Background: an optimization exercise with open tools, aiming at small area and a short achievable clock period. Do not read the settings as production practice.
In this exercise RTL edits were held to simulation tests only and were not proved equivalent to the original.
Power is estimated from default activity; no workload was simulated.

## design/flow/constraint.sdc

```tcl
create_clock -name core_clock -period 4.0 [get_ports {clk}]
set_input_delay 0.8000 -clock core_clock [delete_from_list [all_inputs] [get_ports {clk}]]
set_output_delay 0.8000 -clock core_clock [all_outputs]
set_load 0.01 [all_outputs]
```

## design/flow/config.mk

```make
export PLATFORM = sky130hd
export DESIGN_NAME = lifo
export DESIGN_NICKNAME = lifo
export VERILOG_FILES = /design/flow/design.v
export SDC_FILE = /design/flow/constraint.sdc
export NUM_CORES = 4
export LEC_CHECK = 0
export CAP_MARGIN = 20
export CORE_MARGIN = 2
export CORE_UTILIZATION = 45
export SLEW_MARGIN = 20
```

## design/flow/run.sh

```bash
#!/bin/bash
# synth_recipe.tcl (not shown) runs the flow's synth.tcl, then flattens the netlist and writes it again
# the make line also repeats each setting of config.mk as NAME=value (left out here)
make -C /OpenROAD-flow-scripts/flow DESIGN_CONFIG=/design/flow/config.mk WORK_HOME=/design/flow/orfs CLKGATE_MAP_FILE= SYNTH_SCRIPT=/design/flow/synth_recipe.tcl finish
```

## design/flow/design.v

```verilog
`timescale 1ns / 1ps
module lifo #(parameter DEPTH = 64, DATA_WIDTH = 32)(
    input clk , rst, push, pop,
    input [DATA_WIDTH -1 :0]data_in,
    output reg [DATA_WIDTH -1 :0]data_out,
    output reg full, empty
    );
    reg [DATA_WIDTH - 1 : 0]lifo_mem[0:DEPTH-1];
    reg [$clog2(DEPTH):0]sp;
    always@(posedge clk)begin 
    if (rst)begin 
        sp<=0;
        full <= 0;
        empty <= 1;
    end 
     else begin 
        if (push && !full)begin 
            lifo_mem[sp] <= data_in;
            sp<=sp+1;
            empty <=0;
            if(sp == DEPTH-1)
                full <= 1;
         end 
         else
            if(pop && !empty)begin
            sp <= sp-1; 
            data_out <= lifo_mem[sp-1];
            full <= 0;
            if (sp == 1)
                empty <= 1;
            end 
      end 
    end 
endmodule
```

==> results of run 1 <==
state kept, by name (all words and copies together) (netlist names):
name	cells
lifo_mem	2048
data_out	32
full	1
sp	7
empty	1
power breakdown:
part           switching [W]  internal [W]  leakage, nW  total, W
Sequential         0.0000517        0.0242         18.8    0.0243
Clock                0.00804        0.0105         3.11    0.0186
Combinational        0.00453       0.00294         7.07   0.00747
Total                 0.0126        0.0377         28.9    0.0503
layout make-up:
class	instances	area share, %
Antenna cell	7	0.0189
Clock buffer	254	5.77
Clock inverter	110	1.08
Inverter	4	0.0162
Multi-Input combinational cell	1365	18.7
Sequential cell	2089	67.5
Tap cell	2355	3.17
Timing Repair Buffer	313	3.78
repair_timing:
item	in CTS	in global routing
endpoints found under the setup margin	0	1
setup buffers	0	0
gates resized for setup	0	1
cell usage after synthesis (all sizes together):
cell type / number / area [sq um]
a311o: 26 / 260
nor2: 74 / 285
a21boi: 26 / 195
o31ai: 2 / 33.8
buf: 117 / 661
mux2: 1 / 11.3
or3: 5 / 31.3
a221oi: 27 / 236
and2: 2 / 12.5
nand2b: 6 / 37.5
a2bb2oi: 26 / 228
edfxtp: 2080 / 62500
a22oi: 28 / 210
mux2i: 18 / 180
mux4: 536 / 12100
or4: 1 / 7.51
nor4: 7 / 43.8
o22a: 1 / 8.76
nand3: 111 / 556
nand2: 274 / 1040
nand4: 3 / 18.8
xor2: 5 / 51.3
inv: 4 / 15.0
a211oi: 52 / 390
and3: 78 / 488
o32ai: 1 / 8.76
dfxtp: 9 / 180
nor3b: 2 / 15.0
xnor2: 4 / 35.0
nor2b: 5 / 31.3
a21oi: 8 / 51.3
o21ai: 28 / 140
or2: 1 / 6.26
nor3: 4 / 20.0
ha: 3 / 37.5
clkbuf: 111 / 417
cells by family (layout without fill, tap and decap cells):
logic type | after synthesis | in the layout
flip-flops | 2089 | 2089
AND/OR/NAND/NOR | 573 | 573
multiplexers | 555 | 555
buffers and inverters | 232 | 681
AO/OA/AOI/OAI | 225 | 225
XOR/XNOR | 9 | 9
adder cells (fa/ha/maj) | 3 | 3
other | 0 | 7
stage by stage:
stage	TNS, ps	utilization (%)	hold WS [ps]	area (sq um)	total power, W
2_1_floorplan	-142400	-	501	80500	0.0289
3_3_place_gp	-550	48.5	532	86400	0.0322
3_5_place_dp	0	48.5	537	86400	0.0322
4_1_cts	0	52.1	310	92800	0.0506
5_1_grt	0	52.1	341	92800	0.0518
6_report	0	52.1	360	92800	0.0503
worst max path at each step:
stage	cells past startpoint	slack, ps	to
detailed placement	10	100	data_out[15]
floorplan	5	-1200	lifo_mem[33][0]
CTS	10	120	data_out[15]
global placement	10	-340	data_out[14]
finish	10	170	data_out[19]
global route	10	20	data_out[19]
cells in the final DEF (no fill, tap or decap), drive strengths merged, types with 2 or more instances in the layout:
master,synthesis,layout
a21oi,8,8
and2,2,2
nor3,4,4
xnor2,4,4
nor3b,2,2
clkbuf,111,254
nand2,274,274
nand4,3,3
clkdlybuf4s50,0,37
or3,5,5
edfxtp,2080,2080
a2bb2oi,26,26
diode,0,7
clkinv,0,87
mux2i,18,18
nor4,7,7
a221oi,27,27
clkinvlp,0,4
nor2,74,74
and3,78,78
a311o,26,26
a22oi,28,28
bufinv,0,17
dfxtp,9,9
a211oi,52,52
mux4,536,536
nand3,111,111
inv,4,6
ha,3,3
a21boi,26,26
xor2,5,5
o21ai,28,28
o31ai,2,2
nor2b,5,5
nand2b,6,6
buf,117,276
per-layer routing:
metal | vias up | GRT usage [%] | wire (um)
met3 | 321 | 4.20 | 18000
met4 | 12 | 6.73 | 5540
met2 | 1918 | 38.8 | 107000
met5 | - | 0 | 70
met1 | 21800 | 34.5 | 88900
li1 | 16100 | - | -
==> reports/qor.txt, run 1 <==
=================================================================================================
Terminus of the critical flop-to-flop path ......................................... data_out[19]
Number of endpoints with negative hold slack in the final report ...................            0
Wire length of the first global-routing pass .......................................    307000 um
Core Area .......................................................................... 178000 sq um
Final-stage net count ..............................................................         4015
CP startpoint kind .................................................................         flop
Weighted congestion at the end of routability-driven global placement ..............        0.787
Placement Setup Slack ..............................................................      99.7 ps
Library cell used as clock root buffer .............................................    clkbuf_16
Final period demand of the worst path ..............................................      3830 ps
Share of synthesized cell area in full adder, half adder and majority cells ........      0.0466%
Initial detailed-routing violation count ...........................................         5139
Post-synthesis simple-gate area fraction ...........................................        3.22%
Post-synth design cell area ........................................................  80500 sq um
Initial antenna violation count ....................................................           22
Placed wire-length estimate ........................................................    121000 um
Largest clock skew in the final design .............................................      38.2 ps
Setup violations, final ............................................................            0
Chip height ........................................................................       427 um
Startpoint of the lowest-slack register-to-register path ...........................        sp[1]
Number of distinct library cell variants in the gate-level netlist after synthesis .           46
Buffers & Inverters on Critical Path ...............................................            4
Average detailed-routed wire length per instance ...................................      33.7 um
Delay-heaviest family, CP .......................................................... buffers and inverters
Slowest library cell on the worst path .............................................     a221oi_2
Combinational family with the most area after synthesis ............................ multiplexers
Number of buffers inserted during clock tree synthesis .............................          203
FF-to-FF setup slack ...............................................................       170 ps
Average footprint of a synthesized cell ............................................   21.8 sq um
Max-capacitance violation count ....................................................            0
Number of cells on the worst hold path .............................................            1
Die ar. ............................................................................ 182000 sq um
DRT Pass-1 Iters ...................................................................            5
Clock tree from TritonCTS ..........................................................         done
Cell Pwr Density ...................................................................  542 nW/um^2
Global-route usage over all layers .................................................        24.2%
Total global routing overflow ......................................................            0
Outcome ............................................................................ complete, no violations
Num ports ..........................................................................           70
Endpoint kind of the worst setup timing path .......................................         flop
Register Area ......................................................................  62600 sq um
Number of nets produced by synthesis ...............................................         3725
Number of cells on the worst reg-to-reg path .......................................           10
Width of the chip ..................................................................       427 um
Max FO, Critical Path ..............................................................           44
Post-synthesis mux area share ......................................................        15.2%
Wire length after detailed routing .................................................    219000 um
Ratio of final minimum period to clock period ......................................        95.8%
Vias per cell ......................................................................         6.17
Warnings, synthesis ................................................................            1
# hold bufs at CTS .................................................................            0
Static leakage .....................................................................      28.9 nW
Start point of the worst min-delay path ............................................  data_in[15]
Slew of the pin with the lowest slew margin ........................................      1190 ps
F_max ..............................................................................      261 MHz
Count of pins over their slew limit ................................................            0
Pin count of the biggest net entering global routing ...............................           98
Routed Antenna Nets ................................................................            0
End point of the most critical hold path ........................................... lifo_mem[46][15]
Filler Cell Count ..................................................................        13800
Placed Cells .......................................................................         6124
Maximum vdd ir drop ................................................................     0.479 mV
Via count of the first global-routing pass .........................................        40000
RSZ-0062 raised after global routing ...............................................        false
CP required ........................................................................      4540 ps
Worst skew pair latency ............................................................       840 ps
# clock sinks ......................................................................         2089
Post-synthesis compound-gate area fraction .........................................        2.19%
Cell Count, Final, Fillers Out .....................................................         6497
Vias after detailed routing ........................................................        40100
Class of the tightest hold or removal check ........................................ input port to flop
# H-tree levels ....................................................................            4
Worst slew margin relative to its limit ............................................        21.0%
Register area share after synthesis ................................................        77.8%
CP arrival .........................................................................      4370 ps
DRC violation count after routing ..................................................            0
Area of combinational cells with multiple inputs ...................................  17300 sq um
Layout overhead on the synthesized area ............................................        15.4%
Standard-cell row count ............................................................          155
Crit path from .....................................................................        sp[1]
Longest Clk Path Bufs ..............................................................            3
Synthesized-area fraction occupied by xor and xnor cells ...........................       0.107%
List of cells traversed by the critical path ....................................... inv_1, ha_4, buf_12, buf_4, buf_12, mux4_2, nand2_1, nand2_1, a221oi_2, a22oi_1
Worst-path clk slew ................................................................        70 ps
Gate count after technology mapping ................................................         3686
Initial core utilization ...........................................................        45.2%
Layout cells sized above 1 .........................................................        28.2%
Worst Path Class, Setup ............................................................ flop to flop
Final worst slack ..................................................................       167 ps
Slowest cell delay on critical path ................................................       710 ps
IO buf count .......................................................................           69
Seq cells post-synth ...............................................................         2089
=================================================================================================
==> run 2, diff against run 1 <==
==> design/flow/design.v (replaced) <==
module lifo #(parameter DEPTH = 64, DATA_WIDTH = 32)(
    input clk , rst, push, pop,
    input [DATA_WIDTH -1 :0]data_in,
    output reg [DATA_WIDTH -1 :0]data_out,
    output reg full, empty
    );
    reg [DATA_WIDTH-1:0] mem [0:DEPTH-1];
    reg [5:0] t;
    wire [DEPTH-1:0] dec;
    genvar i;
    generate
        for (i = 0; i < DEPTH; i = i + 1) begin : g_row
            assign dec[i] = (t == i);
            wire wen = (i == 0) ? (dec[DEPTH-1] & ~full) : dec[i-1];
            always @(posedge clk)
                if (wen) mem[i] <= data_in;
        end
    endgenerate
    reg [DATA_WIDTH-1:0] rd;
    integer k;
    always @(*) begin
        rd = {DATA_WIDTH{1'b0}};
        for (k = 0; k < DEPTH; k = k + 1)
            rd = rd | ({DATA_WIDTH{dec[k]}} & mem[k]);
    end
    wire do_push = push & ~full;
    wire do_pop  = ~do_push & pop & ~empty;
    always @(posedge clk) begin
        if (rst) begin
            t <= 6'd63;
            full <= 1'b0;
            empty <= 1'b1;
        end else if (do_push) begin
            t <= t + 6'd1;
            empty <= 1'b0;
            full <= (t == 6'd62);
        end else if (do_pop) begin
            t <= t - 6'd1;
            full <= 1'b0;
            empty <= (t == 6'd0);
        end
    end
    always @(posedge clk)
        if (do_pop) data_out <= rd;
endmodule
==> run 2 against run 1 <==
Against the previous run:
- critical path type unchanged
- worst setup slack improved by 330 ps
- first-iteration DRC count is 31% higher
- sequential power increased by 2%
- count of clock-buffer cells in the layout increased by 4
- area after synthesis is 7.3% lower
- clock skew up 12 ps
==> reports/qor.txt, run 2 <==
=================================================================================================
Class of the tightest hold or removal check ........................................ input port to flop
Number of distinct library cell variants in the gate-level netlist after synthesis .           49   +6.5%
FF-to-FF setup slack ...............................................................       500 ps   +330 ps
Power share of the clock group .....................................................        39.6%   +2.7 points
Crit path from .....................................................................         t[0]
Outcome ............................................................................ complete, no violations
List of cells traversed by the critical path ....................................... inv_1, ha_1, nand2b_1, buf_4, nor2_4, buf_4, a22oi_1, nand4_1, or4_1, or4_1
Setup violations, final ............................................................            0   unchanged
Post-synthesis simple-gate area fraction ...........................................        3.00%   -0.22 points
Placement Setup Slack ..............................................................       554 ps   +454 ps
Delay-heaviest family, CP .......................................................... simple AND/OR/NAND/NOR gates
CP required ........................................................................      4530 ps   about the same
Worst slew margin relative to its limit ............................................        28.3%   +7.3 points
Most common cell after layout, fill and taps aside .................................     edfxtp_1
Warnings, synthesis ................................................................            2   +1
Core Area .......................................................................... 165000 sq um   -7.4%
Routed Antenna Nets ................................................................            0   unchanged
Post-synthesis compound-gate area fraction .........................................        11.3%   +9.1 points
Final worst slack ..................................................................       499 ps   +332 ps
Top_reg_cell synth .................................................................     edfxtp_1
Total number of cells along the worst setup path ...................................           10   unchanged
Worst-path clk slew ................................................................        60 ps   about the same
Worst skew pair latency ............................................................       840 ps   about the same
Post-cts gate resize count .........................................................            0   unchanged
Wire length after detailed routing .................................................    241000 um   +9.9%
Pin count of the biggest net entering global routing ...............................           65   -34%
Standard-cell row count ............................................................          149   -3.9%
Synth area leader ..................................................................     edfxtp_1
Slowest cell delay on critical path ................................................       590 ps   -120 ps
Vias after detailed routing ........................................................        42900   +7.1%
Total net switching power ..........................................................     0.0105 W   -17%
Total global routing overflow ......................................................            0   unchanged
Gate count after technology mapping ................................................         3769   +2.3%
# clock sinks ......................................................................         2088   -0.048%
CP arrival .........................................................................      4030 ps   -340 ps
Number of cells on the worst reg-to-reg path .......................................           10   unchanged
Endpoint kind of the worst setup timing path .......................................         flop
Worst Path Class, Setup ............................................................ flop to flop
Cell Pwr Density ...................................................................  533 nW/um^2   -1.6%
Post-synth design cell area ........................................................  74600 sq um   -7.3%
Most common cell in the netlist ....................................................     edfxtp_1
Initial detailed-routing violation count ...........................................         6730   +31%
Number of buffers inserted by post-CTS setup repair ................................            0   unchanged
Initial core utilization ...........................................................        45.3%   +0.082 points
Global-route usage over all layers .................................................        28.3%   +4.1 points
Register area share after synthesis ................................................        83.9%   +6.1 points
Relative contribution of combinational cells to total power ........................         6.6%   -8.3 points
Buffers & Inverters on Critical Path ...............................................            3   -1
Wire length of the first global-routing pass .......................................    331000 um   +7.7%
Count of pins over their slew limit ................................................            0   unchanged
Slowest library cell on the worst path .............................................        or4_1
Commonest cells after routing, fill and taps aside ................................. 2080 x edfxtp_1, 357 x a22oi_1, 300 x a22o_1
Clock tree from TritonCTS ..........................................................         done
Seq cells post-synth ...............................................................         2088   -0.048%
Chip height ........................................................................       411 um   -3.7%
Num ports ..........................................................................           70   unchanged
Synthesized-area fraction occupied by xor and xnor cells ...........................      0.0469%   -0.060 points
Largest registers in the final layout .............................................. mem: 2048 flops, data_out: 32 flops, t: 6 flops
Placed wire-length estimate ........................................................    132000 um   +9.1%
Width of the chip ..................................................................       411 um   -3.7%
# H-tree levels ....................................................................            4   unchanged
Ratio of final minimum period to clock period ......................................        87.5%   -8.3 points
Combinational family with the most area after synthesis ............................ compound AO/OA/AOI/OAI gates
Library cell used as clock root buffer .............................................    clkbuf_16
Via count of the first global-routing pass .........................................        40800   +2.0%
Max FO, Critical Path ..............................................................           14   -68%
F_max ..............................................................................      286 MHz   +9.5%
Async SR Flop Fraction .............................................................           0%   unchanged
Post-route setup TNS ...............................................................         0 ps   unchanged
Internal power .....................................................................     0.0359 W   -4.9%
Register ranked first by flip-flop count ...........................................          mem
Weighted congestion at the end of routability-driven global placement ..............        0.863   +9.6%
Final period demand of the worst path ..............................................      3500 ps   -332 ps
Maximum vdd ir drop ................................................................     0.480 mV   +0.18%
Post-synthesis mux area share ......................................................       0.429%   -15 points
Number of buffers inserted during clock tree synthesis .............................          201   -0.99%
Worst setup endpoint ............................................................... data_out[23]
IO buf count .......................................................................           69   unchanged
Final hold slack ...................................................................       515 ps   +155 ps
Layout cells sized above 1 .........................................................        15.0%   -13 points
Layout overhead on the synthesized area ............................................        16.4%
Max-capacitance violation count ....................................................            0   unchanged
DRC violation count after routing ..................................................            0   unchanged
Number of enable flip-flop cells after synthesis ...................................         2080   unchanged
Terminus of the critical flop-to-flop path ......................................... data_out[23]
DRT Pass-1 Iters ...................................................................            5   unchanged
Cells taking the most area after synthesis ......................................... edfxtp_1 84%, a22oi_1 3.6%, a22o_1 3.5%, a221oi_1 3.4%, nand4_1 1.2%
Slew of the pin with the lowest slew margin ........................................      1080 ps   -109 ps
Longest Clk Path Bufs ..............................................................            3   unchanged
Largest clock skew in the final design .............................................      50.5 ps   +12.3 ps
Initial antenna violation count ....................................................           13   -41%
# hold bufs at CTS .................................................................            0   unchanged
Die ar. ............................................................................ 169000 sq um   -7.2%
Proportion of power drawn by flip-flops and latches ................................        53.8%   +5.6 points
Average detailed-routed wire length per instance ...................................      37.4 um   +11%
Share of synthesized cell area in full adder, half adder and majority cells ........      0.0838%   +0.037 points
Number of nets produced by synthesis ...............................................         3810   +2.3%
Vias per cell ......................................................................         6.68   +8.1%
Number of endpoints with negative hold slack in the final report ...................            0   unchanged
CP startpoint kind .................................................................         flop
Final-stage net count ..............................................................         4116   +2.5%
Proportion of netlist area held by the largest area contributor ....................        83.7%   +6.1 points
Startpoint of the lowest-slack register-to-register path ...........................         t[0]
Average footprint of a synthesized cell ............................................   19.8 sq um   -9.3%
Most numerous cell types in the synthesized netlist ................................ 2080 x edfxtp_1, 357 x a22oi_1, 300 x a22o_1, 289 x a221oi_1, 141 x nand4_1
Static leakage .....................................................................      27.2 nW   -5.9%
RSZ-0062 raised after global routing ...............................................        false
Sw frac ............................................................................        22.6%   -2.5 points
Number of flip-flops under the largest register name ...............................         2048   unchanged
=================================================================================================
run 2: cell count changes in the layout (fill, tap and decap cells not counted), sizes merged, moves of 67 or more:
| cell | before | now |
|---|---|---|
| nand2 | 274 | 24 |
| nand4 | 3 | 141 |
| and3 | 78 | 11 |
| a22oi | 28 | 357 |
| a221oi | 27 | 289 |
| nand3 | 111 | 42 |
| mux4 | 536 | 0 |
| a22o | 0 | 300 |
run 2: cell type report:
class	instances	area [sq um]
Antenna cell	3	7.51
Sequential cell	2088	62600
Clock buffer	258	5330
Tap cell	2189	2740
Clock inverter	110	982
Fill cell	13000	77900
Multi-Input combinational cell	1465	11600
Inverter	5	18.8
Timing Repair Buffer	314	3620
run 2: logic make-up after synthesis:
logic type	count (synthesis)
flip-flops	2088
multiplexers	32
XOR/XNOR	4
AND/OR/NAND/NOR	382
buffers and inverters	216
adder cells (fa/ha/maj)	5
AO/OA/AOI/OAI	1042
run 2: worst min path at each step:
stage                     start          end  cells past startpoint
finish               data_in[6]   mem[54][6]                      1
global route        data_in[29]  mem[37][29]                      1
detailed placement        empty        empty                      2
floorplan                  t[0]         t[0]                      2
global placement          empty        empty                      2
CTS                       empty        empty                      2
run 2: power by group through the flow:
stage | Clock, W | Combinational, W | Sequential [W]
final | 0.0184 | 0.00308 | 0.0249
after global routing | 0.0193 | 0.00318 | 0.0249
after CTS | 0.0185 | 0.00302 | 0.0249
after detailed placement | 0 | 0.00302 | 0.0254
after global placement | 0 | 0.00299 | 0.0254
after floorplan | 0 | 0.00130 | 0.0253
run 2: stage by stage:
stage | utilization (%) | instances | power [W] | instance area [sq um]
floorplan | - | 3769 | 0.0266 | 74600
finish | 52.7 | 6432 | 0.0463 | 86900
global placement | 48.8 | 6060 | 0.0284 | 80500
detailed placement | 48.8 | 6060 | 0.0284 | 80500
CTS | 52.7 | 6428 | 0.0464 | 86800
global route | 52.7 | 6431 | 0.0475 | 86900
run 2: routing by layer:
layer / vias to the layer above / track usage [%] / wire, um
met3: 426 / 5.17 / 26400
li1: 16900 / - / -
met2: 2845 / 45.0 / 114000
met4: 4 / 7.69 / 6890
met1: 22700 / 40.2 / 93900
met5: - / 0 / 26
==> run 3, diff against run 2 <==
==> design/flow/design.v (replaced) <==
module lifo #(parameter DEPTH = 64, DATA_WIDTH = 32)(
    input clk , rst, push, pop,
    input [DATA_WIDTH -1 :0]data_in,
    output reg [DATA_WIDTH -1 :0]data_out,
    output reg full, empty
    );
    reg [DATA_WIDTH-1:0] mem [0:DEPTH-1];
    reg [DEPTH-1:0] sel;
    genvar i;
    generate
        for (i = 0; i < DEPTH; i = i + 1) begin : g_row
            wire wen = (i == 0) ? (sel[DEPTH-1] & ~full) : sel[i-1];
            always @(posedge clk)
                if (wen) mem[i] <= data_in;
        end
    endgenerate
    wire do_push = push & ~full;
    wire do_pop  = ~do_push & pop & ~empty;
    reg [DATA_WIDTH-1:0] dnext;
    integer k;
    always @(*) begin
        dnext = {DATA_WIDTH{~do_pop}} & data_out;
        for (k = 0; k < DEPTH; k = k + 1)
            dnext = dnext | ({DATA_WIDTH{do_pop & sel[k]}} & mem[k]);
    end
    always @(posedge clk)
        data_out <= dnext;
    always @(posedge clk) begin
        if (rst) begin
            sel <= {1'b1, {(DEPTH-1){1'b0}}};
            full <= 1'b0;
            empty <= 1'b1;
        end else if (do_push) begin
            sel <= {sel[DEPTH-2:0], sel[DEPTH-1]};
            empty <= 1'b0;
            full <= sel[DEPTH-2];
        end else if (do_pop) begin
            sel <= {sel[0], sel[DEPTH-1:1]};
            full <= 1'b0;
            empty <= sel[0];
        end
    end
endmodule
--- a/design/flow/config.mk
+++ b/design/flow/config.mk
@@ -8,4 +8,7 @@
 export CAP_MARGIN = 20
 export CORE_MARGIN = 2
-export CORE_UTILIZATION = 45
+export CORE_UTILIZATION = 70
+export CTS_CLUSTER_DIAMETER = 100
+export CTS_CLUSTER_SIZE = 25
+export SETUP_SLACK_MARGIN = 1.85
 export SLEW_MARGIN = 20
==> run 3 against run 2 <==
Against the previous run:
- critical path depth fell by 4
- clock power fell by 39%
- wire length is 18% higher
- clock skew is 17 ps lower
- sequential power increased by 8.0%
- non-clock buffer count increased by 195
- critical endpoint is now sel[34]
- largest power group unchanged
==> reports/qor.txt, run 3 <==
=================================================================================================
Worst Path Class, Setup ............................................................ flop to flop
Worst skew pair latency ............................................................       760 ps   -80 ps
Terminus of the critical flop-to-flop path .........................................      sel[34]
CP arrival .........................................................................      2850 ps   -1180 ps
Ratio of final minimum period to clock period ......................................        55.3%   -32 points
Number of enable flip-flop cells after synthesis ...................................         2048   -1.5%
Maximum vdd ir drop ................................................................     0.389 mV   -19%
Outcome ............................................................................ complete, no violations
Global-route usage over all layers .................................................        50.1%   +22 points
Largest registers in the final layout .............................................. mem: 2048 flops, sel: 64 flops, data_out: 32 flops
DRT Pass-1 Iters ...................................................................            7   +2
Post-synth design cell area ........................................................  76300 sq um   +2.2%
Initial antenna violation count ....................................................           14   +1
Proportion of netlist area held by the largest area contributor ....................        80.6%   -3.0 points
DRC violation count after routing ..................................................            0   unchanged
Commonest cells after routing, fill and taps aside ................................. 2048 x edfxtp_1, 399 x a22oi_1, 303 x buf_4
Total global routing overflow ......................................................            0   unchanged
Worst-path clk slew ................................................................       110 ps   +50 ps
RSZ-0062 raised after global routing ...............................................         true
Sw frac ............................................................................        26.1%   +3.5 points
End point of the most critical hold path ...........................................  data_out[8]
Max-capacitance violation count ....................................................            0   unchanged
Number of nets produced by synthesis ...............................................         4012   +5.3%
Final-stage net count ..............................................................         4327   +5.1%
Width of the chip ..................................................................       334 um   -19%
Number of buffers inserted during clock tree synthesis .............................           95   -53%
Chip height ........................................................................       334 um   -19%
Register ranked first by flip-flop count ...........................................          mem
Slowest cell delay on critical path ................................................       410 ps   -180 ps
Initial detailed-routing violation count ...........................................        11700   +74%
Number of endpoints with negative hold slack in the final report ...................            0   unchanged
Wire length after detailed routing .................................................    283000 um   +18%
Proportion of power drawn by flip-flops and latches ................................        61.6%   +7.8 points
Relative contribution of combinational cells to total power ........................        12.7%   +6.1 points
F_max ..............................................................................      452 MHz   +58%
Endpoint kind of the worst setup timing path .......................................         flop
Power share of the clock group .....................................................        25.8%   -14 points
Cell Count, Final, Fillers Out .....................................................         5786   -10%
Async SR Flop Fraction .............................................................           0%   unchanged
Class of the tightest hold or removal check ........................................ flop to flop
Slowest library cell on the worst path .............................................      dfxtp_4
Core Area .......................................................................... 108000 sq um   -34%
Most numerous cell types in the synthesized netlist ................................ 2048 x edfxtp_1, 400 x a22oi_1, 298 x a221oi_1, 295 x a22o_1, 230 x clkbuf_1
Slew of the pin with the lowest slew margin ........................................      1100 ps   +20.5 ps
Cell Pwr Density ...................................................................  510 nW/um^2   -4.3%
Worst slew margin relative to its limit ............................................        26.9%   -1.4 points
Synth area leader ..................................................................     edfxtp_1
Vias per cell ......................................................................         8.49   +27%
Clock tree from TritonCTS ..........................................................         done
Gate count after technology mapping ................................................         3976   +5.5%
Setup violations, final ............................................................            0   unchanged
FF-to-FF setup slack ...............................................................      1790 ps   +1290 ps
Static leakage .....................................................................      27.3 nW   +0.40%
Most common cell in the netlist ....................................................     edfxtp_1
Warnings, synthesis ................................................................            2   unchanged
Placement Setup Slack ..............................................................       878 ps   +324 ps
Buffers & Inverters on Critical Path ...............................................            3   unchanged
Count of pins over their slew limit ................................................            0   unchanged
Number of flip-flops under the largest register name ...............................         2048   unchanged
Number of cells on the worst hold path .............................................            2   +1
Seq cells post-synth ...............................................................         2146   +2.8%
Startpoint of the lowest-slack register-to-register path ...........................         full
Vias after detailed routing ........................................................        49100   +14%
Average detailed-routed wire length per instance ...................................      49.0 um   +31%
Internal power .....................................................................     0.0323 W   -9.8%
Initial core utilization ...........................................................        70.3%   +25 points
Post-route setup TNS ...............................................................         0 ps   unchanged
CP startpoint kind .................................................................         flop
Share of the core filled with cells in the final layout ............................        79.1%   +26 points
Num ports ..........................................................................           70   unchanged
Top_reg_cell synth .................................................................     edfxtp_1
Standard-cell row count ............................................................          121   -19%
IO buf count .......................................................................           69   unchanged
Number of distinct library cell variants in the gate-level netlist after synthesis .           34   -31%
Most common cell after layout, fill and taps aside .................................     edfxtp_1
Final period demand of the worst path ..............................................      2210 ps   -1290 ps
Placed wire-length estimate ........................................................    125000 um   -5.0%
Number of cells on the worst reg-to-reg path .......................................            6   -4
Delay-heaviest family, CP .......................................................... buffers and inverters
Cells taking the most area after synthesis ......................................... edfxtp_1 81%, a22oi_1 3.9%, a221oi_1 3.4%, a22o_1 3.4%, dfxtp_1 2.6%
Pin count of the biggest net entering global routing ...............................           90   +38%
Weighted congestion at the end of routability-driven global placement ..............        0.863   about the same
Placed Cells .......................................................................         5368   -11%
Die ar. ............................................................................ 112000 sq um   -34%
Register area share after synthesis ................................................        83.2%   -0.69 points
Max FO, Critical Path ..............................................................           89   +75
Library cell used as clock root buffer .............................................    clkbuf_16
Via count of the first global-routing pass .........................................        44800   +9.8%
Average footprint of a synthesized cell ............................................   19.2 sq um   -3.1%
Routed Antenna Nets ................................................................            0   unchanged
Layout cells sized above 1 .........................................................        16.6%   +1.6 points
Wire length of the first global-routing pass .......................................    372000 um   +13%
# H-tree levels ....................................................................            3   -1
Final worst slack ..................................................................      1790 ps   +1290 ps
Layout overhead on the synthesized area ............................................        12.4%
CP required ........................................................................      4630 ps   +100 ps
List of cells traversed by the critical path ....................................... buf_4, nand2b_4, buf_16, buf_6, nor2_1, a211oi_1
Longest Clk Path Bufs ..............................................................            3   unchanged
Largest clock skew in the final design .............................................      33.9 ps   -16.6 ps
Start point of the worst min-delay path ............................................  data_out[8]
Total net switching power ..........................................................     0.0114 W   +8.8%
# clock sinks ......................................................................         2146   +2.8%
=================================================================================================
[run 3: changes by cell type in the layout (fill, tap and decap cells not counted), sizes merged, moves of 33 or more]
cell,change
o22ai,-33
a22oi,+43
dfxtp,+90
a211oi,+63
clkbuf,-91
or4,-46
clkinv,-82
buf,+198
[run 3: final cells by class]
type | count | area, sq um
clock buffers | 161 | 2670
diodes | 16 | 40.0
repair buffers | 509 | 5500
fillers | 5424 | 22700
clock inverters | 1 | 30.0
well taps | 1414 | 1770
multi-input cells | 1539 | 12000
flip-flops and latches | 2146 | 63800
[run 3: layer usage]
layer / track usage, % / wire, um / up-vias
li1: - / - / 17500
met1: 67.5 / 84300 / 24000
met2: 70.1 / 118000 / 6044
met3: 19.1 / 56800 / 1503
met4: 30.9 / 23800 / 14
met5: 0.825 / 419 / -
[run 3: logic make-up (layout without fill, tap and decap cells)]
| logic type | Yosys count | after routing | share of synthesized area [%] |
|---|---|---|---|
| other cells | 0 | 16 | 0 |
| flops | 2146 | 2146 | 83.2 |
| simple gates | 354 | 355 | 2.43 |
| buf+inv | 292 | 671 | 1.48 |
| mux | 64 | 64 | 0.840 |
| compound gates | 1120 | 1120 | 12.0 |
[run 3: worst reg2reg max path: stages (launching register included)]
cell and delay, ps:
dfxtp_4 410, buf_4 190, nand2b_4 280, buf_16 350, buf_6 410, nor2_1 100, a211oi_1 360
[run 3: metrics by stage]
step                      area, sq um  hold WS (ps)  total power (W)
after detailed placement        79600           480           0.0315
final                           85700           506           0.0437
after global placement          79600           482           0.0314
after floorplan                 76300           487           0.0289
after CTS                       84700           496           0.0429
after global routing            85700           528           0.0442
[run 3: how the worst max path moves through the flow]
stage	from	depth (start not counted)	slack, ps	to
after floorplan	sel[63]	4	1860	mem[0][0]
after global placement	push	6	990	sel[55]
after detailed placement	push	6	880	sel[43]
after CTS	full	1	1780	full
after global routing	sel[22]	6	1800	data_out[8]
final	full	6	1790	sel[34]
[run 3: power by group through the flow]
stage	registers, W	logic [W]	clock network, W
finish	0.0269	0.00554	0.0113
global route	0.0270	0.00541	0.0119
floorplan	0.0273	0.00166	0
global placement	0.0279	0.00348	0
detailed placement	0.0280	0.00356	0
CTS	0.0270	0.00480	0.0111
[run 3: repair_timing]
action / CTS / global route
resized for setup: 187 / 47
gates cloned: 4 / 1
endpoints found under the setup margin: 95 / 65
setup buffers: 159 / 76
pin swaps: 1 / 8
hold buffers: 0 / 0
==> run 4, diff against run 3 <==
--- a/design/flow/config.mk
+++ b/design/flow/config.mk
@@ -8,5 +8,5 @@
 export CAP_MARGIN = 20
 export CORE_MARGIN = 2
-export CORE_UTILIZATION = 70
+export CORE_UTILIZATION = 60
 export CTS_CLUSTER_DIAMETER = 100
 export CTS_CLUSTER_SIZE = 25
==> run 4 against run 3 <==
Against the previous run:
- still clean on timing, DRC and antenna
- clock skew down 5.2 ps
- sequential cell count did not move
- cell area rose by 0.70%
- first-iteration DRC count shrank 9.9%
- critical path type unchanged
- critical endpoint is now data_out[4]
- largest cell class unchanged
- highest routed layer unchanged
==> reports/qor.txt, run 4 <==
=================================================================================================
Final-stage net count ..............................................................         4358   +0.72%
Number of enable flip-flop cells after synthesis ...................................         2048   unchanged
Buffers & Inverters on Critical Path ...............................................            1   -2
Static leakage .....................................................................      27.5 nW   +0.71%
Final period demand of the worst path ..............................................      2230 ps   +14.5 ps
Vias per cell ......................................................................         8.01   -5.6%
Class of the tightest hold or removal check ........................................ flop to flop
CP required ........................................................................      4600 ps   -30 ps
CP startpoint kind .................................................................         flop
Clock tree from TritonCTS ..........................................................         done
Slew of the pin with the lowest slew margin ........................................      1120 ps   +23.8 ps
Cell Pwr Density ...................................................................  511 nW/um^2   +0.15%
Longest Clk Path Bufs ..............................................................            3   unchanged
Ratio of final minimum period to clock period ......................................        55.7%   +0.36 points
Count of pins over their slew limit ................................................            0   unchanged
Grt met1 use .......................................................................        62.3%   -5.2 points
Layout overhead on the synthesized area ............................................        13.2%
Synth area leader ..................................................................     edfxtp_1
Register area share after synthesis ................................................        83.2%   unchanged
Largest clock skew in the final design .............................................      28.7 ps   -5.23 ps
Library cell used as clock root buffer .............................................    clkbuf_16
Global-route usage over all layers .................................................        44.9%   -5.3 points
IO buf count .......................................................................           69   unchanged
Weighted congestion at the end of routability-driven global placement ..............        0.838   -2.9%
Slowest cell delay on critical path ................................................       520 ps   +110 ps
Chip height ........................................................................       361 um   +7.9%
Commonest cells after routing, fill and taps aside ................................. 2048 x edfxtp_1, 399 x a22oi_1, 333 x buf_4
Post-synth design cell area ........................................................  76300 sq um   unchanged
Width of the chip ..................................................................       361 um   +7.9%
Pin count of the biggest net entering global routing ...............................          115   +28%
Total global routing overflow ......................................................            0   unchanged
Final hold slack ...................................................................       503 ps   -3.59 ps
Placed Cells .......................................................................         5630   +4.9%
Initial detailed-routing violation count ...........................................        10500   -9.9%
RSZ-0062 raised after global routing ...............................................         true
Number of flip-flops under the largest register name ...............................         2048   unchanged
# hold bufs at CTS .................................................................            0   unchanged
Worst Path Class, Setup ............................................................ flop to flop
Grt peak-use layer .................................................................         met2
Largest registers in the final layout .............................................. mem: 2048 flops, sel: 64 flops, data_out: 32 flops
Number of buffers inserted during clock tree synthesis .............................           95   unchanged
Via count of the first global-routing pass .........................................        44200   -1.2%
List of cells traversed by the critical path ....................................... buf_6, a22o_1, a221oi_1, nand4_1, nor3_2, a31oi_1
Global routing usage on met3 .......................................................        14.6%   -4.5 points
Max-capacitance violation count ....................................................            0   unchanged
Worst-path clk slew ................................................................       110 ps   about the same
Routed Antenna Nets ................................................................            0   unchanged
Warnings, synthesis ................................................................            2   unchanged
Setup violations, final ............................................................            0   unchanged
Register ranked first by flip-flop count ...........................................          mem
# H-tree levels ....................................................................            3   unchanged
Placed wire-length estimate ........................................................    136000 um   +8.6%
Proportion of netlist area held by the largest area contributor ....................        80.6%   unchanged
Endpoint kind of the worst setup timing path .......................................         flop
Worst skew pair latency ............................................................       760 ps   about the same
Fraction of met2 tracks used by global routing .....................................        64.8%   -5.3 points
Slowest library cell on the worst path .............................................      dfxtp_4
Average footprint of a synthesized cell ............................................   19.2 sq um   unchanged
Core Area .......................................................................... 126000 sq um   +16%
Seq cells post-synth ...............................................................         2146   unchanged
Number of endpoints with negative hold slack in the final report ...................            0   unchanged
Number of distinct library cell variants in the gate-level netlist after synthesis .           34   unchanged
DRC violation count after routing ..................................................            0   unchanged
Initial antenna violation count ....................................................           12   -2
Max FO, Critical Path ..............................................................           20   -78%
# clock sinks ......................................................................         2146   unchanged
Outcome ............................................................................ complete, no violations
Most numerous cell types in the synthesized netlist ................................ 2048 x edfxtp_1, 400 x a22oi_1, 298 x a221oi_1, 295 x a22o_1, 230 x clkbuf_1
Vias after detailed routing ........................................................        48500   -1.3%
Delay-heaviest family, CP .......................................................... simple AND/OR/NAND/NOR gates
Number of nets produced by synthesis ...............................................         4012   unchanged
DRT Pass-1 Iters ...................................................................            6   -1
Async SR Flop Fraction .............................................................           0%   unchanged
Post-route setup TNS ...............................................................         0 ps   unchanged
Worst slew margin relative to its limit ............................................        25.3%   -1.6 points
Wire length of the first global-routing pass .......................................    390000 um   +4.6%
Die ar. ............................................................................ 130000 sq um   +16%
Average detailed-routed wire length per instance ...................................      48.9 um   -0.25%
Gate count after technology mapping ................................................         3976   unchanged
Num ports ..........................................................................           70   unchanged
Most common cell after layout, fill and taps aside .................................     edfxtp_1
Standard-cell row count ............................................................          130   +7.4%
Layout cells sized above 1 .........................................................        17.8%   +1.2 points
CP arrival .........................................................................      2830 ps   -20 ps
Wire length after detailed routing .................................................    296000 um   +4.4%
Most common cell in the netlist ....................................................     edfxtp_1
Maximum vdd ir drop ................................................................     0.391 mV   +0.47%
Initial core utilization ...........................................................        60.6%   -9.8 points
Cell Count, Final, Fillers Out .....................................................         6053   +4.6%
Cells taking the most area after synthesis ......................................... edfxtp_1 81%, a22oi_1 3.9%, a221oi_1 3.4%, a22o_1 3.4%, dfxtp_1 2.6%
F_max ..............................................................................      449 MHz   -0.65%
Top_reg_cell synth .................................................................     edfxtp_1
=================================================================================================
## run 4: changes by cell type in the layout (fill, tap and decap cells not counted), moves of 4 or more
cell	previous run	this run
buf_6	21	29
buf_16	12	4
buf_4	303	333
buf_8	0	4
a221oi_1	291	282
dfxtp_1	9	3
clkdlybuf4s50_1	18	13
dfxtp_4	74	79
a221oi_2	12	21
buf_2	35	40
## run 4: repair_timing
action | CTS | global route
resized for setup | 228 | 47
endpoints found under the hold margin | 0 | 0
pin swaps | 2 | 14
endpoints found under the setup margin | 129 | 42
setup buffers | 175 | 67
gates cloned | 3 | 0
## run 4: logic make-up after synthesis
| kind of cell | count (synthesis) | synth area share [%] |
|---|---|---|
| flip-flops | 2146 | 83.2 |
| AO/OA/AOI/OAI | 1120 | 12.0 |
| AND/OR/NAND/NOR | 354 | 2.43 |
| buffers and inverters | 292 | 1.48 |
| multiplexers | 64 | 0.840 |
## run 4: power breakdown
| part | total [W] | switching (W) | internal, W |
|---|---|---|---|
| clock network | 0.0116 | 0.00680 | 0.00478 |
| logic | 0.00564 | 0.00405 | 0.00159 |
| registers | 0.0269 | 0.000795 | 0.0261 |
| total | 0.0441 | 0.0116 | 0.0325 |
## run 4: per-layer routing
| metal | vias up | share of wire, % |
|---|---|---|
| li1 | 17600 | - |
| met1 | 25000 | 33 |
| met2 | 4938 | 43 |
| met3 | 963 | 17 |
| met4 | 14 | 6.1 |
| met5 | - | 0.042 |
## run 4: tightest hold or removal path: stages, from the launching register on
cell and delay (ps):
dfxtp_1 330, nor2_1 100, a31oi_1 40
## run 4: metrics by stage
step	util (%)	cell area [sq um]	setup slack (ps)	total power [W]
after floorplan	-	76300	1860	0.0289
after global placement	63.6	80100	928	0.0316
after detailed placement	63.6	80100	903	0.0318
after CTS	67.8	85400	1700	0.0435
after global routing	68.5	86300	1830	0.0448
final	68.6	86300	1770	0.0441
## run 4: final timing paths
path                startpoint           end  slack (ps)  depth (start not counted)
setup / recovery       sel[19]   data_out[4]        1770                          6
hold / removal    data_out[16]  data_out[16]         500                          2
setup reg to reg       sel[19]   data_out[4]        1770                          6
hold reg to reg   data_out[16]  data_out[16]         500                          2
## run 4: area by class of cell
type | instances | area, sq um
clock inverter | 3 | 55.1
multi-input combinational | 1539 | 12000
timing repair buffer | 540 | 5610
sequential | 2146 | 63800
clock buffer | 162 | 2740
antenna | 13 | 32.5
tap | 1650 | 2060
fill | 8085 | 39600
==> run 5, diff against run 4 <==
--- a/design/flow/config.mk
+++ b/design/flow/config.mk
@@ -8,7 +8,7 @@
 export CAP_MARGIN = 20
 export CORE_MARGIN = 2
-export CORE_UTILIZATION = 60
+export CORE_UTILIZATION = 65
 export CTS_CLUSTER_DIAMETER = 100
 export CTS_CLUSTER_SIZE = 25
-export SETUP_SLACK_MARGIN = 1.85
+export SETUP_SLACK_MARGIN = 2.0
 export SLEW_MARGIN = 20
==> run 5 against run 4 <==
Against the previous run:
- largest cell class unchanged
- combinational power grew 19%
- register-to-register slack got worse by 60 ps
- critical path depth did not move
- highest routed layer unchanged
- wire length up 5.9%
- sequential power about the same
- still clean
- power grew 2.1%
- sequential cell count did not move
- worst setup slack worse by 58 ps
- die area fell by 7.6%
==> reports/qor.txt, run 5 <==
=================================================================================================
Gate count after technology mapping ................................................         3976   unchanged
Placed wire-length estimate ........................................................    128000 um   -5.9%
Library cell used as clock root buffer .............................................    clkbuf_16
Worst Path Class, Setup ............................................................ flop to flop
IO buf count .......................................................................           69   unchanged
# hold bufs at CTS .................................................................            0   unchanged
Routed Antenna Nets ................................................................            0   unchanged
Worst-path clk slew ................................................................       110 ps   about the same
Initial core utilization ...........................................................        65.6%   +5.1 points
Width of the chip ..................................................................       347 um   -3.9%
Filler Cell Count ..................................................................         6211   -23%
Most numerous cell types in the synthesized netlist ................................ 2048 x edfxtp_1, 400 x a22oi_1, 298 x a221oi_1, 295 x a22o_1, 230 x clkbuf_1
Register ranked first by flip-flop count ...........................................          mem
Outcome ............................................................................ complete, no violations
Buffers & Inverters on Critical Path ...............................................            1   unchanged
Static leakage .....................................................................      29.1 nW   +5.8%
CP required ........................................................................      4630 ps   +30 ps
Class of the tightest hold or removal check ........................................ flop to flop
Clock tree from TritonCTS ..........................................................         done
Slowest cell delay on critical path ................................................       630 ps   +110 ps
Post-synth design cell area ........................................................  76300 sq um   unchanged
Worst skew pair latency ............................................................       770 ps   about the same
Average detailed-routed wire length per instance ...................................      51.2 um   +4.7%
Synth area leader ..................................................................     edfxtp_1
Final-stage net count ..............................................................         4537   +4.1%
Weighted congestion at the end of routability-driven global placement ..............        0.850   +1.5%
Async SR Flop Fraction .............................................................           0%   unchanged
Seq cells post-synth ...............................................................         2146   unchanged
Largest registers in the final layout .............................................. mem: 2048 flops, sel: 64 flops, data_out: 32 flops
Number of buffers inserted during clock tree synthesis .............................           95   unchanged
Initial antenna violation count ....................................................           24   +12
Final period demand of the worst path ..............................................      2290 ps   +58.3 ps
Cell Count, Final, Fillers Out .....................................................         6121   +1.1%
# clock sinks ......................................................................         2146   unchanged
Max FO, Critical Path ..............................................................            4   -80%
Chip height ........................................................................       347 um   -3.9%
Layout cells sized above 1 .........................................................        23.5%   +5.8 points
Endpoint kind of the worst setup timing path .......................................         flop
Standard-cell row count ............................................................          125   -3.8%
Number of nets produced by synthesis ...............................................         4012   unchanged
Setup violations, final ............................................................            0   unchanged
Vias after detailed routing ........................................................        51600   +6.4%
Longest Clk Path Bufs ..............................................................            3   unchanged
Slew of the pin with the lowest slew margin ........................................      1120 ps   -0.861 ps
Commonest cells after routing, fill and taps aside ................................. 2048 x edfxtp_1, 414 x buf_4, 397 x a22oi_1
Layout overhead on the synthesized area ............................................        17.4%
Cells taking the most area after synthesis ......................................... edfxtp_1 81%, a22oi_1 3.9%, a221oi_1 3.4%, a22o_1 3.4%, dfxtp_1 2.6%
Largest clock skew in the final design .............................................      32.7 ps   +3.95 ps
Register area share after synthesis ................................................        83.2%   unchanged
Worst slew margin relative to its limit ............................................        25.4%   +0.057 points
Delay-heaviest family, CP .......................................................... simple AND/OR/NAND/NOR gates
Num ports ..........................................................................           70   unchanged
DRC violation count after routing ..................................................            0   unchanged
CP arrival .........................................................................      2910 ps   +80 ps
Number of flip-flops under the largest register name ...............................         2048   unchanged
Via count of the first global-routing pass .........................................        45900   +3.7%
Post-route setup TNS ...............................................................         0 ps   unchanged
Cell Pwr Density ...................................................................  503 nW/um^2   -1.6%
Maximum vdd ir drop ................................................................     0.529 mV   +35%
Vias per cell ......................................................................         8.43   +5.2%
Placed Cells .......................................................................         5487   -2.5%
CP startpoint kind .................................................................         flop
Core Area .......................................................................... 116000 sq um   -7.7%
Number of endpoints with negative hold slack in the final report ...................            0   unchanged
F_max ..............................................................................      437 MHz   -2.6%
Most common cell in the netlist ....................................................     edfxtp_1
Most common cell after layout, fill and taps aside .................................     edfxtp_1
Average footprint of a synthesized cell ............................................   19.2 sq um   unchanged
Warnings, synthesis ................................................................            2   unchanged
Max-capacitance violation count ....................................................            0   unchanged
Wire length of the first global-routing pass .......................................    402000 um   +3.1%
Slowest library cell on the worst path .............................................       nor4_4
Count of pins over their slew limit ................................................            0   unchanged
Top_reg_cell synth .................................................................     edfxtp_1
Global-route usage over all layers .................................................        50.8%   +5.9 points
DRT Pass-1 Iters ...................................................................           12   +6
RSZ-0062 raised after global routing ...............................................         true
Total global routing overflow ......................................................            0   unchanged
Die ar. ............................................................................ 120000 sq um   -7.6%
Initial detailed-routing violation count ...........................................        12300   +17%
Ratio of final minimum period to clock period ......................................        57.2%   +1.5 points
Number of enable flip-flop cells after synthesis ...................................         2048   unchanged
Proportion of netlist area held by the largest area contributor ....................        80.6%   unchanged
List of cells traversed by the critical path ....................................... buf_4, a22o_1, a221oi_2, nand4_1, nor4_4, a31oi_2
Wire length after detailed routing .................................................    313000 um   +5.9%
Number of distinct library cell variants in the gate-level netlist after synthesis .           34   unchanged
# H-tree levels ....................................................................            3   unchanged
Pin count of the biggest net entering global routing ...............................          119   +3.5%
=================================================================================================
## run 5: cell counts after synthesis
Identical to the previous run, type by type.
## run 5: final timing paths
| kind | start | to | slack, ps | depth (start not counted) |
|---|---|---|---|---|
| worst max-delay path | sel[35] | data_out[18] | 1710 | 6 |
| worst min-delay path | data_out[17] | data_out[17] | 500 | 2 |
| worst max register to register | sel[35] | data_out[18] | 1710 | 6 |
| worst min register to register | data_out[17] | data_out[17] | 500 | 2 |
## run 5: report_power, final
part	switching [W]	internal, W	leakage, nW	total, W
Combinational	0.00468	0.00202	7.96	0.00670
Clock	0.00675	0.00478	1.33	0.0115
Sequential	0.000702	0.0261	19.8	0.0268
Total	0.0121	0.0329	29.1	0.0450
## run 5: cell type report
type / instances / area, sq um / share of cell area (%)
Sequential cell: 2146 / 63800 / 71.3
Multi-Input combinational cell: 1539 / 12800 / 14.3
Timing Repair Buffer: 719 / 8170 / 9.12
Clock buffer: 163 / 2740 / 3.06
Tap cell: 1524 / 1910 / 2.13
Antenna cell: 27 / 67.6 / 0.0755
Clock inverter: 3 / 55.1 / 0.0615
## run 5: what timing repair did
item                                    CTS  global route
buffers inserted                        342            89
pin swaps                                30            92
endpoints found under the setup margin  163           124
gates cloned                              4             6
resized for setup                       326           196
## run 5: cells by family after synthesis
family | Yosys count | synth area share [%]
DFF | 2146 | 83.2
AOI/OAI and AO/OA | 1120 | 12.0
and+or+nand+nor | 354 | 2.43
buffers and inverters | 292 | 1.48
muxes | 64 | 0.840
## run 5: metrics by stage
stage | cell area [sq um] | hold WS, ps | total power (W) | util [%] | setup WS (ps)
2_1_floorplan | 76500 | 487 | 0.0289 | - | 2000
3_3_place_gp | 79800 | 484 | 0.0315 | 68.7 | 901
3_5_place_dp | 79800 | 491 | 0.0316 | 68.7 | 883
4_1_cts | 87400 | 500 | 0.0438 | 75.2 | 1870
5_1_grt | 89500 | 536 | 0.0454 | 77.0 | 1830
6_report | 89500 | 505 | 0.0450 | 77.0 | 1710
## run 5: metal layers
metal | part of all wire (%) | track usage [%] | up-vias
met5 | 0.20 | 2.00 | -
met4 | 9.0 | 32.2 | 34
met3 | 20 | 24.0 | 1751
met2 | 40 | 68.8 | 6326
met1 | 30 | 66.1 | 25500
li1 | - | - | 18000
## run 5: worst reg2reg max path: cells and delay by family (launching register included)
family / cells / cell delay [ps]
buffers and inverters: 1 / 210
AND/OR/NAND/NOR: 2 / 900
AO/OA/AOI/OAI: 3 / 650
flip-flops: 1 / 400
==> run 6, diff against run 5 <==
--- a/design/flow/config.mk
+++ b/design/flow/config.mk
@@ -8,7 +8,7 @@
 export CAP_MARGIN = 20
 export CORE_MARGIN = 2
-export CORE_UTILIZATION = 65
+export CORE_UTILIZATION = 60
 export CTS_CLUSTER_DIAMETER = 100
 export CTS_CLUSTER_SIZE = 25
-export SETUP_SLACK_MARGIN = 2.0
+export SETUP_SLACK_MARGIN = 1.7
 export SLEW_MARGIN = 20
==> run 6 against run 5 <==
Against the previous run:
- first-iteration DRC count fell by 18%
- via count is 9.2% lower
- fmax is 4.1% lower
- final cell count shrank 3.0%
- still clean
- combinational power decreased by 28%
- sequential power is 1% higher
- register-to-register slack worse by 30 ps
- sequential share of layout area increased by 4.0 points
- hold slack got worse by 3.6 ps
- critical path depth unchanged
- die area grew 8.2%
==> reports/qor.txt, run 6 <==
=================================================================================================
Number of distinct library cell variants in the gate-level netlist after synthesis .           34   unchanged
Max FO, Critical Path ..............................................................           64   +60
Post-synth design cell area ........................................................  76300 sq um   unchanged
Register ranked first by flip-flop count ...........................................          mem
Synth area leader ..................................................................     edfxtp_1
Library cell used as clock root buffer .............................................    clkbuf_16
Top_reg_cell synth .................................................................     edfxtp_1
Outcome ............................................................................ complete, no violations
Worst slew margin relative to its limit ............................................        27.2%   +1.8 points
Worst skew pair latency ............................................................       750 ps   -20 ps
Wire length after detailed routing .................................................    282000 um   -9.8%
Number of flip-flops under the largest register name ...............................         2048   unchanged
Gate count after technology mapping ................................................         3976   unchanged
Number of endpoints with negative hold slack in the final report ...................            0   unchanged
Filler Cell Count ..................................................................         8368   +35%
Via count of the first global-routing pass .........................................        42600   -7.1%
Ratio of final minimum period to clock period ......................................        59.6%   +2.5 points
Setup violations, final ............................................................            0   unchanged
Number of cells on the worst reg-to-reg path .......................................            6   unchanged
Standard-cell row count ............................................................          130   +4.0%
Wire length of the first global-routing pass .......................................    369000 um   -8.2%
Post-Place Cell Area ...............................................................  80200 sq um   +0.49%
Startpoint of the lowest-slack register-to-register path ...........................      sel[61]
Total global routing overflow ......................................................            0   unchanged
Class of the tightest hold or removal check ........................................ flop to flop
DRT Pass-1 Iters ...................................................................            8   -4
Die ar. ............................................................................ 130000 sq um   +8.2%
Delay-heaviest family, CP .......................................................... buffers and inverters
Num ports ..........................................................................           70   unchanged
Initial core utilization ...........................................................        60.6%   -5.1 points
Longest Clk Path Bufs ..............................................................            3   unchanged
Slowest library cell on the worst path .............................................     clkbuf_8
CP required ........................................................................      4640 ps   about the same
Final period demand of the worst path ..............................................      2390 ps   +98.9 ps
Vias after detailed routing ........................................................        46900   -9.2%
Max-capacitance violation count ....................................................            0   unchanged
Width of the chip ..................................................................       361 um   +4.0%
Static leakage .....................................................................      26.7 nW   -8.3%
RSZ-0062 raised after global routing ...............................................         true
Most numerous cell types in the synthesized netlist ................................ 2048 x edfxtp_1, 400 x a22oi_1, 298 x a221oi_1, 295 x a22o_1, 230 x clkbuf_1
Terminus of the critical flop-to-flop path .........................................  data_out[7]
Layout overhead on the synthesized area ............................................        11.1%
CP arrival .........................................................................      3020 ps   +110 ps
Number of buffers inserted during clock tree synthesis .............................           95   unchanged
Worst Path Class, Setup ............................................................ input port to flop
DRC violation count after routing ..................................................            0   unchanged
Most common cell after layout, fill and taps aside .................................     edfxtp_1
Most common cell in the netlist ....................................................     edfxtp_1
IO buf count .......................................................................           69   unchanged
Clock tree from TritonCTS ..........................................................         done
Average detailed-routed wire length per instance ...................................      47.6 um   -7.1%
Slowest cell delay on critical path ................................................       640 ps   about the same
CP startpoint kind .................................................................   input port
Final hold slack ...................................................................       501 ps   -3.62 ps
FF-to-FF setup slack ...............................................................      1680 ps   -30 ps
Average footprint of a synthesized cell ............................................   19.2 sq um   unchanged
Cells taking the most area after synthesis ......................................... edfxtp_1 81%, a22oi_1 3.9%, a221oi_1 3.4%, a22o_1 3.4%, dfxtp_1 2.6%
Core Area .......................................................................... 126000 sq um   +8.3%
Commonest cells after routing, fill and taps aside ................................. 2048 x edfxtp_1, 400 x a22oi_1, 298 x a221oi_1
Finished Cell Area .................................................................  84700 sq um   -5.4%
Number of nets produced by synthesis ...............................................         4012   unchanged
Number of cells on the worst hold path .............................................            2   unchanged
Buffers & Inverters on Critical Path ...............................................            2   +1
End point of the most critical hold path ...........................................  data_out[7]
Worst-path clk slew ................................................................       100 ps   about the same
Placed wire-length estimate ........................................................    138000 um   +7.4%
F_max ..............................................................................      419 MHz   -4.1%
# clock sinks ......................................................................         2146   unchanged
List of cells traversed by the critical path ....................................... clkdlybuf4s50_1, nor2b_4, clkbuf_8, mux2i_1, a21oi_1, or2_2
Initial antenna violation count ....................................................           10   -58%
Routed Antenna Nets ................................................................            0   unchanged
Count of pins over their slew limit ................................................            0   unchanged
Number of enable flip-flop cells after synthesis ...................................         2048   unchanged
Pin count of the biggest net entering global routing ...............................           73   -39%
Final-stage net count ..............................................................         4244   -6.5%
Register area share after synthesis ................................................        83.2%   unchanged
Seq cells post-synth ...............................................................         2146   unchanged
Vias per cell ......................................................................         7.89   -6.3%
Cell Pwr Density ...................................................................  514 nW/um^2   +2.2%
Global-route usage over all layers .................................................        42.1%   -8.7 points
# H-tree levels ....................................................................            3   unchanged
Async SR Flop Fraction .............................................................           0%   unchanged
Final worst slack ..................................................................      1610 ps   -98.9 ps
Endpoint kind of the worst setup timing path .......................................         flop
Post-route setup TNS ...............................................................         0 ps   unchanged
Largest registers in the final layout .............................................. mem: 2048 flops, sel: 64 flops, data_out: 32 flops
Chip height ........................................................................       361 um   +4.0%
Largest clock skew in the final design .............................................      23.1 ps   -9.54 ps
Initial detailed-routing violation count ...........................................        10000   -18%
Proportion of netlist area held by the largest area contributor ....................        80.6%   unchanged
Weighted congestion at the end of routability-driven global placement ..............        0.836   -1.7%
Placement Setup Slack ..............................................................       720 ps   -163 ps
Start point of the worst min-delay path ............................................  data_out[7]
Warnings, synthesis ................................................................            2   unchanged
Layout cells sized above 1 .........................................................        13.9%   -9.6 points
Slew of the pin with the lowest slew margin ........................................      1090 ps   -27.7 ps
Maximum vdd ir drop ................................................................     0.510 mV   -3.6%
=================================================================================================
==> run 6: cell counts after synthesis <==
Identical to the previous run, type by type.
==> run 6: routing by layer <==
metal  up-vias  wire length [um]  share of wire, %  global-route usage (%)
met2      4541            126000                45                    63.2
met3       812             44600                16                    9.51
met1     24100             96900                34                    60.7
met5         -                47             0.017                       0
met4         8             14700               5.2                    16.7
li1      17400                 -                 -                       -
==> run 6: worst reg2reg max path: cells and delay by family (launching register included) <==
| kind | cells | cell delay, ps |
|---|---|---|
| simple gates | 1 | 180 |
| compound gates | 4 | 570 |
| flops | 1 | 900 |
| buf+inv | 1 | 610 |
==> run 6: power breakdown <==
group	switching [W]	internal, W
sequential	0.00112	0.0261
combinational	0.00345	0.00137
clock	0.00674	0.00475
total	0.0113	0.0322
==> run 6: worst max path at each step <==
| stage | slack [ps] | endpoint | start | cells after the start |
|---|---|---|---|---|
| floorplan | 1700 | data_out[6] | sel[38] | 7 |
| global placement | 620 | sel[63] | pop | 6 |
| detailed placement | 720 | sel[63] | pop | 6 |
| CTS | 1690 | data_out[27] | data_out[27] | 1 |
| global route | 1610 | data_out[10] | pop | 6 |
| finish | 1610 | sel[63] | pop | 6 |
==> run 6: through the flow <==
step	instances	utilization [%]	power [W]
after floorplan	3976	-	0.0289
after global placement	5648	63.7	0.0317
after detailed placement	5649	63.7	0.0318
after CTS	5862	66.5	0.0430
after global routing	5933	67.3	0.0443
final	5937	67.3	0.0435
==> run 6: area by class of cell <==
cell class              instances  area (sq um)  area share (%)
repair buffers                427          4270            5.05
clock inverters                 4          56.3          0.0665
diodes                          7          17.5          0.0207
clock buffers                 165          2730            3.22
flip-flops and latches       2146         63700            75.3
well taps                    1650          2060            2.44
multi-input cells            1538         11800            13.9
==> run 6: cells by family after synthesis <==
| group | Yosys count | synth area share (%) |
|---|---|---|
| compound gates | 1120 | 12.0 |
| buf+inv | 292 | 1.48 |
| flops | 2146 | 83.2 |
| mux | 64 | 0.840 |
| simple gates | 354 | 2.43 |
==> run 6: timing repair <==
| action | 4_1_cts | 5_1_grt |
|---|---|---|
| gates cloned | 0 | 0 |
| buffers inserted | 44 | 68 |
| hold buffers | 0 | 0 |
| gates resized for setup | 88 | 22 |
| pin swaps | 0 | 1 |
| endpoints found under the setup margin | 89 | 31 |
==> run 7, diff against run 6 <==
--- a/design/flow/config.mk
+++ b/design/flow/config.mk
@@ -6,9 +6,9 @@
 export NUM_CORES = 4
 export LEC_CHECK = 0
-export CAP_MARGIN = 20
+export CAP_MARGIN = 10
 export CORE_MARGIN = 2
 export CORE_UTILIZATION = 60
 export CTS_CLUSTER_DIAMETER = 100
 export CTS_CLUSTER_SIZE = 25
-export SETUP_SLACK_MARGIN = 1.7
-export SLEW_MARGIN = 20
+export SETUP_SLACK_MARGIN = 1.85
+export SLEW_MARGIN = 10
==> run 7 against run 6 <==
Against the previous run:
- sequential cell count unchanged
- clock power about the same
- highest routed layer unchanged
- global-route usage increased by 2.8 points
- critical path depth unchanged
- first-iteration DRC count increased by 4.9%
- largest power group unchanged
==> reports/qor.txt, run 7 <==
=================================================================================================
Ratio of final minimum period to clock period ......................................        55.8%   -3.9 points
Post-synthesis simple-gate area fraction ...........................................        2.43%   unchanged
Clock tree from TritonCTS ..........................................................         done
Number of cells on the worst hold path .............................................            2   unchanged
Width of the chip ..................................................................       361 um   unchanged
Num ports ..........................................................................           70   unchanged
CP startpoint kind .................................................................         flop
Start point of the worst min-delay path ............................................ data_out[16]
FF-to-FF setup slack ...............................................................      1770 ps   +90 ps
Initial core utilization ...........................................................        60.6%   unchanged
Most common cell after layout, fill and taps aside .................................     edfxtp_1
Vias after detailed routing ........................................................        48600   +3.8%
Register Area ......................................................................  63800 sq um   about the same
Synthesized-area fraction occupied by xor and xnor cells ...........................           0%   unchanged
Number of flip-flops under the largest register name ...............................         2048   unchanged
Area of combinational cells with multiple inputs ...................................  12000 sq um   +1.9%
Share of the core filled with cells in the final layout ............................        68.6%   +1.3 points
RSZ-0062 raised after global routing ...............................................         true
Largest registers in the final layout .............................................. mem: 2048 flops, sel: 64 flops, data_out: 32 flops
Register area share after synthesis ................................................        83.2%   unchanged
Share of synthesized cell area in full adder, half adder and majority cells ........           0%   unchanged
Post-synth design cell area ........................................................  76300 sq um   unchanged
Gate count after technology mapping ................................................         3976   unchanged
CP required ........................................................................      4600 ps   -40 ps
# clock sinks ......................................................................         2146   unchanged
Worst slew margin relative to its limit ............................................        21.0%   -6.2 points
Power share of the clock group .....................................................        26.2%   -0.2 points
Number of endpoints with negative hold slack in the final report ...................            0   unchanged
Filler Cell Count ..................................................................         8084   -3.4%
CP arrival .........................................................................      2830 ps   -190 ps
Cells taking the most area after synthesis ......................................... edfxtp_1 81%, a22oi_1 3.9%, a221oi_1 3.4%, a22o_1 3.4%, dfxtp_1 2.6%
Routed Antenna Nets ................................................................            0   unchanged
Final period demand of the worst path ..............................................      2230 ps   -154 ps
Worst-path clk slew ................................................................       110 ps   about the same
Most common cell in the netlist ....................................................     edfxtp_1
Via count of the first global-routing pass .........................................        44200   +3.7%
Cell Pwr Density ...................................................................  511 nW/um^2   -0.60%
Outcome ............................................................................ complete, no violations
Max-capacitance violation count ....................................................            0   unchanged
IO buf count .......................................................................           69   unchanged
Global-route usage over all layers .................................................        44.9%   +2.8 points
Wire length of the first global-routing pass .......................................    390000 um   +5.6%
Core Area .......................................................................... 126000 sq um   unchanged
# hold bufs at CTS .................................................................            0   unchanged
Standard-cell row count ............................................................          130   unchanged
Combinational family with the most area after synthesis ............................ compound AO/OA/AOI/OAI gates
Slowest cell delay on critical path ................................................       520 ps   -120 ps
Top_reg_cell synth .................................................................     edfxtp_1
DRT Pass-1 Iters ...................................................................            6   -2
Terminus of the critical flop-to-flop path .........................................  data_out[4]
Max FO, Critical Path ..............................................................           20   -69%
Warnings, synthesis ................................................................            2   unchanged
Synth area leader ..................................................................     edfxtp_1
Internal power .....................................................................     0.0325 W   +0.74%
List of cells traversed by the critical path ....................................... buf_6, a22o_1, a221oi_1, nand4_1, nor3_2, a31oi_1
# H-tree levels ....................................................................            3   unchanged
Layout cells sized above 1 .........................................................        17.8%   +3.9 points
Number of buffers inserted during clock tree synthesis .............................           95   unchanged
Total global routing overflow ......................................................            0   unchanged
Post-synthesis mux area share ......................................................       0.840%   unchanged
Largest clock skew in the final design .............................................      33.4 ps   +10.3 ps
Average footprint of a synthesized cell ............................................   19.2 sq um   unchanged
Final hold slack ...................................................................       502 ps   +1.38 ps
Pin count of the biggest net entering global routing ...............................          115   +58%
Post-route setup TNS ...............................................................         0 ps   unchanged
Startpoint of the lowest-slack register-to-register path ...........................      sel[19]
Slowest library cell on the worst path .............................................      dfxtp_4
Relative contribution of combinational cells to total power ........................        12.8%   +1.7 points
Static leakage .....................................................................      27.5 nW   +3.1%
Number of enable flip-flop cells after synthesis ...................................         2048   unchanged
Proportion of power drawn by flip-flops and latches ................................        61.0%   -1.5 points
Most numerous cell types in the synthesized netlist ................................ 2048 x edfxtp_1, 400 x a22oi_1, 298 x a221oi_1, 295 x a22o_1, 230 x clkbuf_1
Count of pins over their slew limit ................................................            0   unchanged
Sw frac ............................................................................        26.4%   +0.42 points
Die ar. ............................................................................ 130000 sq um   unchanged
Post-synthesis compound-gate area fraction .........................................        12.0%   unchanged
Number of cells on the worst reg-to-reg path .......................................            6   unchanged
Vias per cell ......................................................................         8.03   +1.7%
Total net switching power ..........................................................     0.0116 W   +2.9%
Library cell used as clock root buffer .............................................    clkbuf_16
Final-stage net count ..............................................................         4358   +2.7%
Average detailed-routed wire length per instance ...................................      48.9 um   +2.7%
Endpoint kind of the worst setup timing path .......................................         flop
Placed wire-length estimate ........................................................    136000 um   -1.1%
F_max ..............................................................................      448 MHz   +6.9%
Layout overhead on the synthesized area ............................................        13.2%
Slew of the pin with the lowest slew margin ........................................      1180 ps   +92.6 ps
Proportion of netlist area held by the largest area contributor ....................        80.6%   unchanged
Worst Path Class, Setup ............................................................ flop to flop
Seq cells post-synth ...............................................................         2146   unchanged
Initial antenna violation count ....................................................           12   +2
Weighted congestion at the end of routability-driven global placement ..............        0.838   +0.24%
Number of distinct library cell variants in the gate-level netlist after synthesis .           34   unchanged
DRC violation count after routing ..................................................            0   unchanged
Register ranked first by flip-flop count ...........................................          mem
Longest Clk Path Bufs ..............................................................            3   unchanged
Setup violations, final ............................................................            0   unchanged
End point of the most critical hold path ........................................... data_out[16]
Maximum vdd ir drop ................................................................     0.391 mV   -23%
Async SR Flop Fraction .............................................................           0%   unchanged
Commonest cells after routing, fill and taps aside ................................. 2048 x edfxtp_1, 399 x a22oi_1, 332 x buf_4
Class of the tightest hold or removal check ........................................ flop to flop
Number of nets produced by synthesis ...............................................         4012   unchanged
Worst skew pair latency ............................................................       760 ps   about the same
Chip height ........................................................................       361 um   unchanged
Initial detailed-routing violation count ...........................................        10500   +4.9%
Wire length after detailed routing .................................................    296000 um   +4.8%
=================================================================================================
run 7: cell count changes in the layout (fill, tap and decap cells not counted), moves of 7 or more:
cell	delta
dfxtp_1	-14
buf_2	+22
dlygate4sd2_1	-21
buf_4	+61
a221oi_1	-16
diode_2	+8
nor3_1	-8
clkdlybuf4s15_1	-7
buf_12	+35
dfxtp_4	+10
a221oi_2	+16
nor3_2	+8
buf_6	+16
run 7: layer usage:
metal	track usage (%)	up-vias	routed length (um)	part of all wire [%]
li1	-	17600	-	-
met1	62.3	25100	98600	33
met2	64.8	4957	128000	43
met3	14.6	966	50500	17
met4	21.8	16	18200	6.2
met5	0	-	159	0.054
run 7: worst max-delay path: cells and delay by family (launching register included):
| family | cells | cell delay [ps] |
|---|---|---|
| AND/OR/NAND/NOR | 2 | 600 |
| AO/OA/AOI/OAI | 3 | 590 |
| flip-flops | 1 | 520 |
| buffers and inverters | 1 | 320 |
run 7: kinds of logic after synthesis:
group                  after synthesis
muxes                               64
and+or+nand+nor                    354
AOI/OAI and AO/OA                 1120
DFF                               2146
buffers and inverters              292
run 7: how the worst max path moves through the flow:
stage	endpoint	startpoint	cells after the start
finish	data_out[4]	sel[19]	6
global placement	data_out[12]	pop	7
global route	data_out[0]	sel[40]	7
floorplan	mem[0][0]	sel[63]	4
CTS	data_out[27]	data_out[27]	1
detailed placement	data_out[14]	pop	7
run 7: per-stage QoR:
step / power, W / worst slack (ps) / instances / instance area [sq um]
after floorplan: 0.0289 / 1860 / 3976 / 76300
after global placement: 0.0316 / 928 / 5630 / 80100
after detailed placement: 0.0318 / 903 / 5630 / 80100
after CTS: 0.0435 / 1700 / 5973 / 85400
after global routing: 0.0448 / 1830 / 6040 / 86300
final: 0.0441 / 1770 / 6055 / 86300
run 7: final cells by class:
| cell class | count | area share, % |
|---|---|---|
| repair buffers | 540 | 6.50 |
| clock inverters | 3 | 0.0638 |
| multi-input cells | 1539 | 13.9 |
| flip-flops and latches | 2146 | 73.9 |
| well taps | 1650 | 2.39 |
| diodes | 15 | 0.0435 |
| clock buffers | 162 | 3.17 |
run 7: what timing repair did:
item / 4_1_cts / 5_1_grt
pin swaps: 2 / 14
resized for setup: 228 / 47
setup buffers: 175 / 67
setup endpoints to repair: 129 / 42
gates cloned: 3 / 0
run 7: power by group through the flow:
| stage | clock [W] | sequential (W) | combinational (W) |
|---|---|---|---|
| global placement | 0 | 0.0279 | 0.00375 |
| global route | 0.0122 | 0.0269 | 0.00557 |
| CTS | 0.0115 | 0.0270 | 0.00504 |
| finish | 0.0116 | 0.0269 | 0.00564 |
| floorplan | 0 | 0.0273 | 0.00166 |
| detailed placement | 0 | 0.0280 | 0.00380 |

Check on run 7: ideal ports give 1.769 ns setup slack; a clkbuf_16 on the clock port and buf_2 on the inputs give 1.766 ns; moving port delays by the midpoint clock arrival (0.823 ns) as well gives 1.060 ns.
